Source: an optimization exercise on an open RTL-to-GDS flow (aim: small area, a short achievable clock period and few clock cycles per item). Production flows keep margins and buffers that such runs may drop. At most, simulation tests tie the RTL to the original design; equivalence was not proved. Power figures rest on the tool's default switching activity, not on a simulated workload.

Design Microprocessor, start of the top module:
module Microprocessor(
    input [7:0] Instruction,
    input CLK_IN,
    input RST,
	input [3:0] SEL_REG,
    output [7:0] Read_Address,	 
    output [6:0] SEG1,   
	output [6:0] SEG2,	 
	output [6:0] SEG3,   
	output [6:0] SEG4,	 
	output [6:0] SEG5,   
	output [6:0] SEG6	 
    );
	wire [1:0] op = Instruction[7:6];
	wire [1:0] rs = Instruction[5:4];
	wire [1:0] rt = Instruction[3:2];
	wire [1:0] rd = Instruction[1:0];
	wire [7:0] Imm;
	wire [7:0] Read_Data1, Read_Data2;
	wire [7:0] Reg0, Reg1, Reg2, Reg3;
	wire [7:0] Reg_Write_Data_Save;
	wire [3:0] Reg_Data_Select;
	assign Imm = {{6{Instruction[1]}}, Instruction[1:0]};
	function [6:0] seg7(input [3:0] h);
		begin
		seg7[0] = ~((~h[3] & ~h[2] & ~h[1] & h[0]) | (~h[3] & h[2] & ~h[1] & ~h[0]) | (h[3] & ~h[2] & h[1] & h[0]) | (h[3] & h[2] & ~h[1] & h[0]));
		seg7[1] = ~((~h[3] & h[2] & ~h[1] & h[0]) | (h[3] & h[2] & ~h[0]) | (h[3] & h[1] & h[0]) | (h[2] & h[1] & ~h[0]));
		seg7[2] = ~((~h[3] & ~h[2] & h[1] & ~h[0]) | (h[3] & h[2] & h[1]) | (h[3] & h[2] & ~h[0]));
		seg7[3] = ~((~h[3] & ~h[2] & ~h[1] & h[0]) | (~h[3] & h[2] & ~h[1] & ~h[0]) | (h[3] & ~h[2] & h[1] & ~h[0]) | (h[2] & h[1] & h[0]));
		seg7[4] = ~((~h[3] & h[2] & ~h[1]) | (~h[3] & h[0]) | (~h[2] & ~h[1] & h[0]));
		seg7[5] = ~((~h[3] & ~h[2] & h[1]) | (~h[3] & ~h[2] & h[0]) | (~h[3] & h[1] & h[0]) | (h[3] & h[2] & ~h[1] & h[0]));
  ...
==> flow/config.mk <==
export PLATFORM = sky130hd
export DESIGN_NAME = Microprocessor
export DESIGN_NICKNAME = Microprocessor
export VERILOG_FILES = /design/flow/design.v
export SDC_FILE = /design/flow/constraint.sdc
export NUM_CORES = 4
export LEC_CHECK = 0
export CAP_MARGIN = 20
export CORE_MARGIN = 2
export CORE_UTILIZATION = 40
export CTS_BUF_LIST = sky130_fd_sc_hd__clkbuf_8
export CTS_CLUSTER_DIAMETER = 50
export CTS_CLUSTER_SIZE = 18
export SETUP_SLACK_MARGIN = 2.5
export SLEW_MARGIN = 20
==> flow/constraint.sdc <==
create_clock -name core_clock -period 6.0 [get_ports {CLK_IN}]
set_input_delay 1.2000 -clock core_clock [delete_from_list [all_inputs] [get_ports {CLK_IN}]]
set_output_delay 1.2000 -clock core_clock [all_outputs]
set_load 0.01 [all_outputs]
standard.sh (not shown) runs the stock make flow with config.mk's settings and CLKGATE_MAP_FILE= SYNTH_SCRIPT=/design/flow/synth_recipe.tcl, a recipe that flattens the netlist after the stock synthesis.
==> flow/flow/run.sh <==
#!/bin/bash
# The standard layout (the standard.sh: unchanged synthesis, floorplan,
# placement, CTS, routing), with the port buffers that buffer_ports inserts
# made plain buffers instead of the default delay-cell buffers.
set -euo pipefail
export BUFFER_PORTS_ARGS="-buffer_cell sky130_fd_sc_hd__buf_2"
bash standard.sh > standard.log 2>&1
The starting point went through all stages and came out clean.
Then changed:
SETUP_SLACK_MARGIN = 2.8   (was 2.5)
Outcome: Register-to-register slack loses 0.02 ns; utilization grows by 3.6 points; worst hold slack loses 0.015 ns; wire length grows by 5.8%.
Then changed:
SETUP_SLACK_MARGIN = 2.2   (was 2.8)
Hold slack gains 0.060 ns.
Fmax shrinks by 4.5%.
Clock-buffer cell count stays the same.
Combinational power shrinks by 21%.
Final cell count shrinks by 4.1%.
Sequential share of layout area grows by 5.8 points.
Clock power grows by about 4%.
Synthesized area stays the same.
Die area is unchanged.
Then changed:
SYNTH_HIERARCHICAL = 1   (was default)
- The changed run finished clean
- non-clock buffer count grows by 25
- wire length grows by 4.1%
- final cell count grows by about 8%
- hold slack gets better by 0.083 ns
- total power grows by 0.55%
- design area grows by 7.1%
- synthesized area grows by about 10%
- critical path depth grows by 4
- die area grows by 9.6%
- synthesized cell count grows by about 10%
Then changed:
==> flow/flow/run.sh (replaced) <==
#!/bin/bash
# The standard layout (standard.sh), with the standard synthesis run
# unchanged first. The layout steps then run with:
#  - plain buffers (buf_2) on the ports instead of delay-cell buffers,
#  - timing repair allowed to change a cell's footprint (sky130hd's
#    config.mk restricts the floorplan and CTS repairs to same-footprint
#    swaps).
set -euo pipefail
bash standard.sh synth > synth.log 2>&1
bash standard.sh "BUFFER_PORTS_ARGS=-buffer_cell sky130_fd_sc_hd__buf_2" MATCH_CELL_FOOTPRINT=0 finish > layout.log 2>&1
SETUP_SLACK_MARGIN = 2.4   (was 2.2)
SYNTH_HIERARCHICAL = default   (was 1)
After rerunning:
- The changed run went through all stages and came out clean
- worst setup slack improved by 0.15 ns
- synthesized cell count goes down by about 9%
- clock skew goes down by 0.012 ns
- routed wire length goes up by 1.0%
- register-to-register slack improved by 0.08 ns
- power goes up by 1.3%
- clock power goes down by about 4%
Then changed:
==> flow/flow/run.sh (replaced) <==
#!/bin/bash
# The standard layout (the standard.sh: unchanged synthesis, floorplan,
# placement, CTS, routing), with the port buffers that buffer_ports inserts
# made plain buffers instead of the default delay-cell buffers.
set -euo pipefail
export BUFFER_PORTS_ARGS="-buffer_cell sky130_fd_sc_hd__buf_2"
bash standard.sh > standard.log 2>&1
SETUP_SLACK_MARGIN = 2.5   (was 2.4)
SYNTH_HIERARCHICAL = 1   (was default)
What happened: Critical path depth falls by 5. Area after synthesis goes up by 9.8%. Worst setup slack improves by 0.027 ns. Design area grows by 13%. Total power goes up by 4.2%. Sequential share of layout area came out lower by 5.5 points. Clock power came out higher by 15%.
No functional check of the RTL was part of any run of this note.

========
Another version of the RTL of Microprocessor (not shown whole).
For scale: ~64 I/O pins, about 0.015 mm² of cells after synthesis.
Settings: LEC_CHECK=0, CAP_MARGIN=20, CORE_MARGIN=2, CORE_UTILIZATION=40, CTS_BUF_LIST=sky130_fd_sc_hd__clkbuf_8, SETUP_SLACK_MARGIN=1.8, SLEW_MARGIN=20; clock period 6.0 ns.
==> flow/flow/run.sh <==
#!/bin/bash
# The standard layout (the standard.sh: unchanged synthesis, floorplan,
# placement, CTS, routing), with the port buffers that buffer_ports inserts
# made plain buffers instead of the default delay-cell buffers.
set -euo pipefail
export BUFFER_PORTS_ARGS="-buffer_cell sky130_fd_sc_hd__buf_2"
bash standard.sh > standard.log 2>&1
The baseline went through all stages and came out clean.
Testbench counts at the start, summed over its fixed seeds: cycles 6,109, instructions 6,109.
Then changed:
==> flow/run.sh (new file) <==
#!/bin/bash
# synth_recipe.tcl (not shown) runs the flow's synth.tcl, then flattens the netlist and writes it again
# the make line also repeats each setting of config.mk as NAME=value (left out here)
make -C /OpenROAD-flow-scripts/flow DESIGN_CONFIG=/design/flow/config.mk WORK_HOME=/design/flow/orfs CLKGATE_MAP_FILE= SYNTH_SCRIPT=/design/flow/synth_recipe.tcl finish
Settings changed: ABC_CLOCK_PERIOD_IN_PS set to 3000, CTS_BUF_LIST sky130_fd_sc_hd__clkbuf_8 to unset, SETUP_SLACK_MARGIN 1.8 to 2.
removed: flow/flow/run.sh
removed: flow/standard.sh
Result: The changed run passed the timing, DRC and antenna checks. Setup slack improved by 0.13 ns. Power grows by roughly a tenth. Via count climbs slightly. Worst hold slack degrades by 0.011 ns.
Then changed:
Settings changed: ABC_CLOCK_PERIOD_IN_PS 3000 to unset, CORE_UTILIZATION 40 to 60.
Result: Design area falls by 2.5%. Via count barely changes. Synthesized area does not change. Sequential power stays flat. Die area falls by 33%. Register-to-register slack improves by 0.03 ns.
Then changed:
Settings changed: CORE_UTILIZATION 60 to 40, CTS_BUF_LIST set to sky130_fd_sc_hd__clkbuf_8.
- via count barely changes
- final area increases by 1.1%
- clock power is lower by about 10%
- count of clock-buffer cells in the layout came out higher by 12
- critical path depth increases by 1
- wire length climbs by 1.7%
- power shrinks by 2.8%
- worst setup slack loses 0.026 ns
- first-iteration DRC count goes down by 34%
- global-route usage drops by 10 points
Then changed:
==> flow/flow/run.sh (new file) <==
#!/bin/bash
# The standard layout (the standard.sh: unchanged synthesis, floorplan,
# placement, CTS, routing), with the port buffers that buffer_ports inserts
# made plain buffers instead of the default delay-cell buffers.
set -euo pipefail
export BUFFER_PORTS_ARGS="-buffer_cell sky130_fd_sc_hd__buf_2"
bash standard.sh > standard.log 2>&1
==> flow/standard.sh (new file) <==
#!/bin/bash
# synth_recipe.tcl (not shown) runs the flow's synth.tcl, then flattens the netlist and writes it again
# the make line also repeats each setting of config.mk as NAME=value (left out here)
make -C /OpenROAD-flow-scripts/flow DESIGN_CONFIG=/design/flow/config.mk WORK_HOME=/design/flow/orfs CLKGATE_MAP_FILE= SYNTH_SCRIPT=/design/flow/synth_recipe.tcl "${@:-finish}"
Settings changed: CORE_UTILIZATION 40 to 55, PLACE_DENSITY set to 0.75.
removed: flow/run.sh
What happened: The new run ran to the end with no violations. Area after synthesis stays the same. Combinational power fell by 12%. Hold slack improved by 0.012 ns.

-- port drivers added, routing unchanged --
The results above use ideal ports. As a check the final layouts listed here were re-extracted and re-timed, cells and wires unchanged. Step 1 sets driving cells, clkbuf_16 on the clock port and buf_2 on the other inputs (assumed; they add their load-dependent delay and slew). Step 2 adds t to the input delays and takes it off the output delays; t is the mean of the earliest and latest rising clock arrival at the registers after step 1. Input paths then give back, and output paths get back, about the clock's delay inside the block. Three values: ideal, step 1, step 2; two values: the first two.
run	t (ns)	setup WS [ns]	worst setup path after step 2	cell pins on the clock port's net
the first run of note 1	0.640	2.430 / 2.377 / 1.737	input to register	1
the second run of note 1	0.637	2.413 / 2.358 / 1.721	input to register	1
the third run of note 1	0.627	2.244 / 2.237 / 1.609	input to register	1
the fourth run of note 1	0.662	2.219 / 2.244 / 1.583	input to register	1
the fifth run of note 1	0.619	2.366 / 2.305 / 1.687	input to register	1
the sixth run of note 1	0.641	2.393 / 2.320 / 1.853	input to register	1
the first run of note 2	0.639	1.839 / 1.856 / 1.217	input to register	1
the second run of note 2	0.582	1.964 / 1.931 / 1.444	input to register	1
the third run of note 2	0.609	1.938 / 1.870 / 1.388	input to register	1
the fourth run of note 2	0.643	1.912 / 1.878 / 1.404	input to register	1
the fifth run of note 2	0.615	1.790 / 1.732 / 1.338	input to register	1
After both steps setup and hold are still met in every run listed. The setup slack of the first run of note 1, which loses most, moves by -0.053 ns with the drivers and by -0.693 ns with both steps.
